Source: an optimization exercise on an open RTL-to-GDS flow (aim: small area). Production flows keep margins and buffers that such runs may drop.
Function was checked by simulation only, so behaviour that the tests miss may differ from the original.

## flow/design.v (module list and top-level ports; edited modules follow where they fit)
// module FullyConnectedLayer: 8814 lines
// module FA: 4 lines
// module PPSEL: 3 lines
// module AOI22: 3 lines
// module AOI21B: 3 lines
// module PPSEL2: 3 lines
// module TRIPLE: 3 lines
// module ADD8: 3 lines
module FullyConnectedLayer #(
    parameter N = 8,              
    parameter M = 4               
) (
    input clk,                    
    input rst_n,                  
    input [N*8-1:0] input_data,      
    input [M*N*8-1:0] weights,       
    input [M*8-1:0] biases,          
    output reg [M*8-1:0] output_data   
);
  // ...
==> flow/flow/run.sh <==
#!/bin/bash
# Own layout flow: the standard flow (standard.sh), with two changes:
#  1. after the standard synthesis, combinational cells that synthesis mapped at a
#     higher drive strength are put back to the smallest drive strength of the
#     same function (the later timing repair sizes up whatever needs it);
#  2. the port buffers that placement adds use the smallest buffer cell.
set -euo pipefail
R=orfs/results/sky130hd/FullyConnectedLayer/base
PORTBUF="BUFFER_PORTS_ARGS=-buffer_cell sky130_fd_sc_hd__buf_1"
bash standard.sh "$PORTBUF" synth > flow_synth.log 2>&1
python3 flow/downsize.py $R/1_2_yosys.v > flow_downsize.log 2>&1
rm -f $R/1_synth.odb $R/1_synth.sdc
bash standard.sh "$PORTBUF" finish > flow_finish.log 2>&1
==> flow/flow/downsize.py <==
"""Rewrite a mapped sky130hd netlist in place: each combinational cell whose type has a
smaller drive strength of the same function (same pins) is changed to the smallest one.
Flip-flops, buffers, inverters, clock cells and tie cells are left alone."""
import re
import sys

path = sys.argv[1]
src = open(path).read()
SMALLEST = {
    'a21boi': '0', 'a21oi': '1', 'a21o': '1', 'a22oi': '1', 'a22o': '1', 'a211oi': '1',
    'a211o': '1', 'a31oi': '1', 'a31o': '1', 'a311oi': '1', 'a311o': '1', 'a41oi': '1',
    'and2': '0', 'and3': '1', 'and4': '1', 'nand2': '1', 'nand3': '1', 'nand4': '1',
    'nand2b': '1', 'nand3b': '1', 'nor2': '1', 'nor3': '1', 'nor4': '1', 'nor2b': '1',
    'nor3b': '1', 'nor4b': '1', 'o21ai': '0', 'o21a': '1', 'o21bai': '1', 'o211ai': '1',
    'o211a': '1', 'o22ai': '1', 'o22a': '1', 'o31ai': '1', 'o31a': '1', 'o311a': '1',
    'o311ai': '0', 'or2': '0', 'or3': '1', 'or4': '1', 'xor2': '1', 'xnor2': '1',
    'xnor3': '1', 'xor3': '1', 'mux2i': '1', 'mux2': '1', 'maj3': '1', 'fa': '1', 'ha': '1',
    'a2111oi': '0', 'a221oi': '1', 'a222oi': '1',
}
count = {}


def repl(m):
    base, size = m.group(1), m.group(2)
    if base in SMALLEST and size != SMALLEST[base]:
        count[m.group(0)] = count.get(m.group(0), 0) + 1
        return 'sky130_fd_sc_hd__%s_%s ' % (base, SMALLEST[base])
    return m.group(0)


out = re.sub(r'\bsky130_fd_sc_hd__([a-z0-9]+)_(\d+) ', repl, src)
open(path, 'w').write(out)
for k, v in sorted(count.items()):
    print(v, k)
==> flow/standard.sh <==
#!/bin/bash
# synth_recipe.tcl (not shown) runs the flow's synth.tcl, then flattens the netlist and writes it again
# the make line also repeats each setting of config.mk as NAME=value (left out here)
make -C /OpenROAD-flow-scripts/flow DESIGN_CONFIG=/design/flow/config.mk WORK_HOME=/design/flow/orfs CLKGATE_MAP_FILE= SYNTH_SCRIPT=/design/flow/synth_recipe.tcl "${@:-finish}"
==> flow/config.mk <==
export PLATFORM = sky130hd
export DESIGN_NAME = FullyConnectedLayer
export DESIGN_NICKNAME = FullyConnectedLayer
export VERILOG_FILES = /design/flow/design.v
export SDC_FILE = /design/flow/constraint.sdc
export NUM_CORES = 4
export LEC_CHECK = 0
export CAP_MARGIN = 20
export CORE_MARGIN = 2
export CORE_UTILIZATION = 45
export SLEW_MARGIN = 20
export SYNTH_HIERARCHICAL = 1
==> flow/constraint.sdc <==
create_clock -name core_clock -period 12.0 [get_ports {clk}]
set_input_delay 2.4000 -clock core_clock [delete_from_list [all_inputs] [get_ports {clk}]]
set_output_delay 2.4000 -clock core_clock [all_outputs]
set_load 0.01 [all_outputs]
==> run notes, run 1 <==
- Most common cell after layout, fill and taps aside: fa_1
- Pre-antenna DRT Iters: 9
- Mapped cell area: 46900 um^2
- CP most frequent cell: fa_1
- Endpoints failing setup: 0
- Largest class: multi-input combinational cells
- Met1 Use GR: 61.4%
- Tapcell Cnt: 1380
- CP Launch Type: input pin
- GRT met2 Usage: 64.4%
- Number of flip-flops in the largest register: 32
- Clk_buf instances: 5
- Top Ports: 386
- Final WL: 254 mm
- CTS Buf Count: 5
- Area of the multi-input gates: 45900 um^2
- Largest regs: output_data x32
- CTS tree: yes
- Cts hold-fix bufs: 0
- CP Buf/Inv Count: 1
- Wirelength per Cell: 39.9 um
- Die W: 327 um
- Final Util: 50.2%
- Layout cell share with drive strength beyond 1: 5.75%
- Inverters: 88
- Full die area: 107000 um^2
- Register area: 801 um^2
- Highest clock rate: 92.1 MHz
- Data buffer area share: 5.64%
- Post-CTS sizing: 0
- Ant diodes: 22
- Fin crit period: 10860 ps
- Outcome: no timing/DRC/antenna violations
- Type of the worst setup path: in -> reg
- GRT Total Usage: 47.1%
- Vias in the first global route: 46100
- Worst Tran Pin Value: 1350 ps
- Multi-input combinational area share: 88.5%
==> run 2: changes to the inputs <==
--- a/flow/config.mk
+++ b/flow/config.mk
@@ -7,6 +7,6 @@
 export LEC_CHECK = 0
 export CAP_MARGIN = 20
 export CORE_MARGIN = 2
-export CORE_UTILIZATION = 45
+export CORE_UTILIZATION = 60
 export SLEW_MARGIN = 20
 export SYNTH_HIERARCHICAL = 1
==> run 2 against run 1 <==
- sequential share of layout area hardly changed
- area after synthesis stayed put
- via count is 5.1% higher
- synthesized cell count stayed put
- hold slack better by 84 ps
- die area is 25% lower
- wire length is 3.4% lower
- global-route usage is 13 points higher
- clock-buffer cell count stayed put
- first-iteration DRC count is 21% higher
- final area is 0.92% lower
- critical path type unchanged
==> run notes, run 2 <==
- CP most frequent cell: fa_1
- Commonest cells after routing, fill and taps aside: 1159 x fa_1, 1024 x a22oi_1, 896 x a21boi_0
- Largest regs: output_data x32
- Core box area: 77300 um^2
- Row Count: 102
- NumNets Final: 6587
- Highest clock rate: 91.2 MHz (-1.0%)
- GRT met2 Usage: 79.5% (+15 points)
- Max incr delay on CP: 940 ps
- Slew Limit Fails: 0
- Cts hold-fix bufs: 0 (unchanged)
- CP required: 12220 ps
- Die height: 283 um
- CP Buf/Inv Count: 2 (+1)
- Min-Delay Path Class: in -> async
- Port Buffer Count: 385
- Post-CTS setup buffers: 0
- Depth of the CTS H-tree: 2
- Fin crit period: 10970 ps (+114 ps)
- Full die area: 80300 um^2 (-25%)
- Via/cell ratio: 8.07
- First-pass GRT wire length: 341 mm
- Layout cell share with drive strength beyond 1: 5.62% (-0.13 points)
- Post-Place Cells: 6002
- Final worst path period share: 91.4%
- Vias: 48700
- # fillers: 6135
- Fin Setup TNS: 0 ps
- Wirelength per Cell: 40.7 um (+2.1%)
- Post-CTS sizing: 0 (unchanged)
- Final Hold Vio Count: 0
- CP Launch Type: input pin
- Crit end category: register
- CTS Buffer Depth: 2
- Mean Syn Cell Area: 10.6 um^2
- DP Wirelength: 192 mm
- DRC Markers: 0
- Die W: 283 um (-13%)
- Delay-heaviest family, CP: adder cells
- Total gr overflow: 0
- Type of the worst setup path: in -> reg
- GRT Total Usage: 60.4% (+13 points)
- DP Area: 51200 um^2
- Drt initial violations: 9116
- Initial antenna violation count: 25
- Post-route cell area: 51400 um^2
- Final non-filler cell total: 6036
- Worst Tran Pin Value: 1320 ps (-31.4 ps)
- Max Cap Viol: 0
- Clock Sinks: 32
- Syn Inst Count: 4417
- Final WL: 246 mm (-3.4%)
- Post-route ant nets: 0
- Starting Density: 60.6%
- CTS Buf Count: 5 (unchanged)
- CTS tree: yes
- YS warnings: 7
- Placer Congestion: 1.10
- Largest net degree at the start of global routing: 39
- Most common cell after layout, fill and taps aside: fa_1
- Mapped cell area: 46900 um^2 (unchanged)
- Met3 GRT Util: 34.7%
- CP max-delay cell: a311o_1
- Vias in the first global route: 48500 (+5.2%)
- CP cell instances: clkbuf_2, ha_1, a21oi_1, a21oi_1, nor4_1, a311o_1, buf_4, a21boi_0, fa_1, fa_1, fa_1, fa_1, fa_1, fa_1, fa_1, fa_1, fa_1, fa_1, xor2_1, xnor2_1, xnor2_1, xnor3_1, xnor2_1, xnor2_1
- Hold WS: 2230 ps
- Synth-to-Final Area Change: 9.64%
- Worst-path clk slew: 60 ps
- Outcome: no timing/DRC/antenna violations
- Top Ports: 386 (unchanged)
- Endpoints failing setup: 0 (unchanged)
- Number of flip-flops in the largest register: 32 (unchanged)
- WP data arrival: 11190 ps
- Layer with the highest usage: met2
- Biggest register: output_data
- Unrepaired setup endpoints after global routing: no
- CTS Root Cell: clkbuf_16
- Rel. slew slack: 12.0%
- Met1 Use GR: 70.2% (+8.8 points)
- Pre-antenna DRT Iters: 11 (+2)
- Crit path max fanout: 19
==> run 2: cell type report <==
| type | instances | area [um^2] | area share [%] |
|---|---|---|---|
| Tap cell | 1040 | 1300 | 2.53 |
| Inverter | 88 | 330 | 0.643 |
| Clock buffer | 5 | 125 | 0.244 |
| Timing Repair Buffer | 558 | 2840 | 5.52 |
| Sequential cell | 32 | 801 | 1.56 |
| Antenna cell | 29 | 72.6 | 0.141 |
| Multi-Input combinational cell | 4284 | 45900 | 89.4 |
==> run 2: metrics by stage <==
stage               utilization, %  worst slack (ps)
floorplan                        -              2260
global placement              66.1              1100
detailed placement            66.1              1010
CTS                           66.3              1380
global route                  66.3               950
finish                        66.4              1030
==> run 2: path summary, 6_finish.rpt <==
check	startpoint	endpoint	slack, ps	cells after the start
worst min-delay path	rst_n	output_data[20]	2230	2
worst max-delay path	input_data[3]	output_data[15]	1030	24
min in group core_clock	weights[22]	output_data[7]	3010	7
max in group asynchronous	rst_n	output_data[13]	9220	2
==> run 2: metal layers <==
layer  wire, um  share of wire (%)  up-vias
met5        539               0.22        -
met4      29000                 12       28
met3      46000                 19     1766
met2      92900                 38     5656
met1      77100                 31    23500
li1           -                  -    17700

[port drivers added, routing unchanged]
How much do the figures lean on ideal ports? The routed layouts below were timed once more, with nothing changed but the port constraints.
Step 1 (the two cells are an assumption about what drives the block):
set clk [get_ports {clk}]
set_driving_cell -lib_cell sky130_fd_sc_hd__clkbuf_16 $clk
set_driving_cell -lib_cell sky130_fd_sc_hd__buf_2 [delete_from_list [all_inputs] $clk]
Step 2, shift: input delay + t, output delay - t, t = (earliest + latest rising clock arrival at the registers) / 2. This alone moves slack from input paths to output paths.
Three values: no drivers, after step 1, after step 2; two values: the first two.
run	t, ns	slack for setup (ns)	worst register clock-pin slew, ns
run 1	0.402	1.144 / 1.190 / 0.789	0.07 / 0.07
run 2	0.421	1.030 / 1.080 / 0.659	0.07 / 0.07
After both steps setup and hold are still met in every run listed. The setup slack of run 2, which loses most, moves by +0.050 ns with the drivers and by -0.371 ns with both steps.
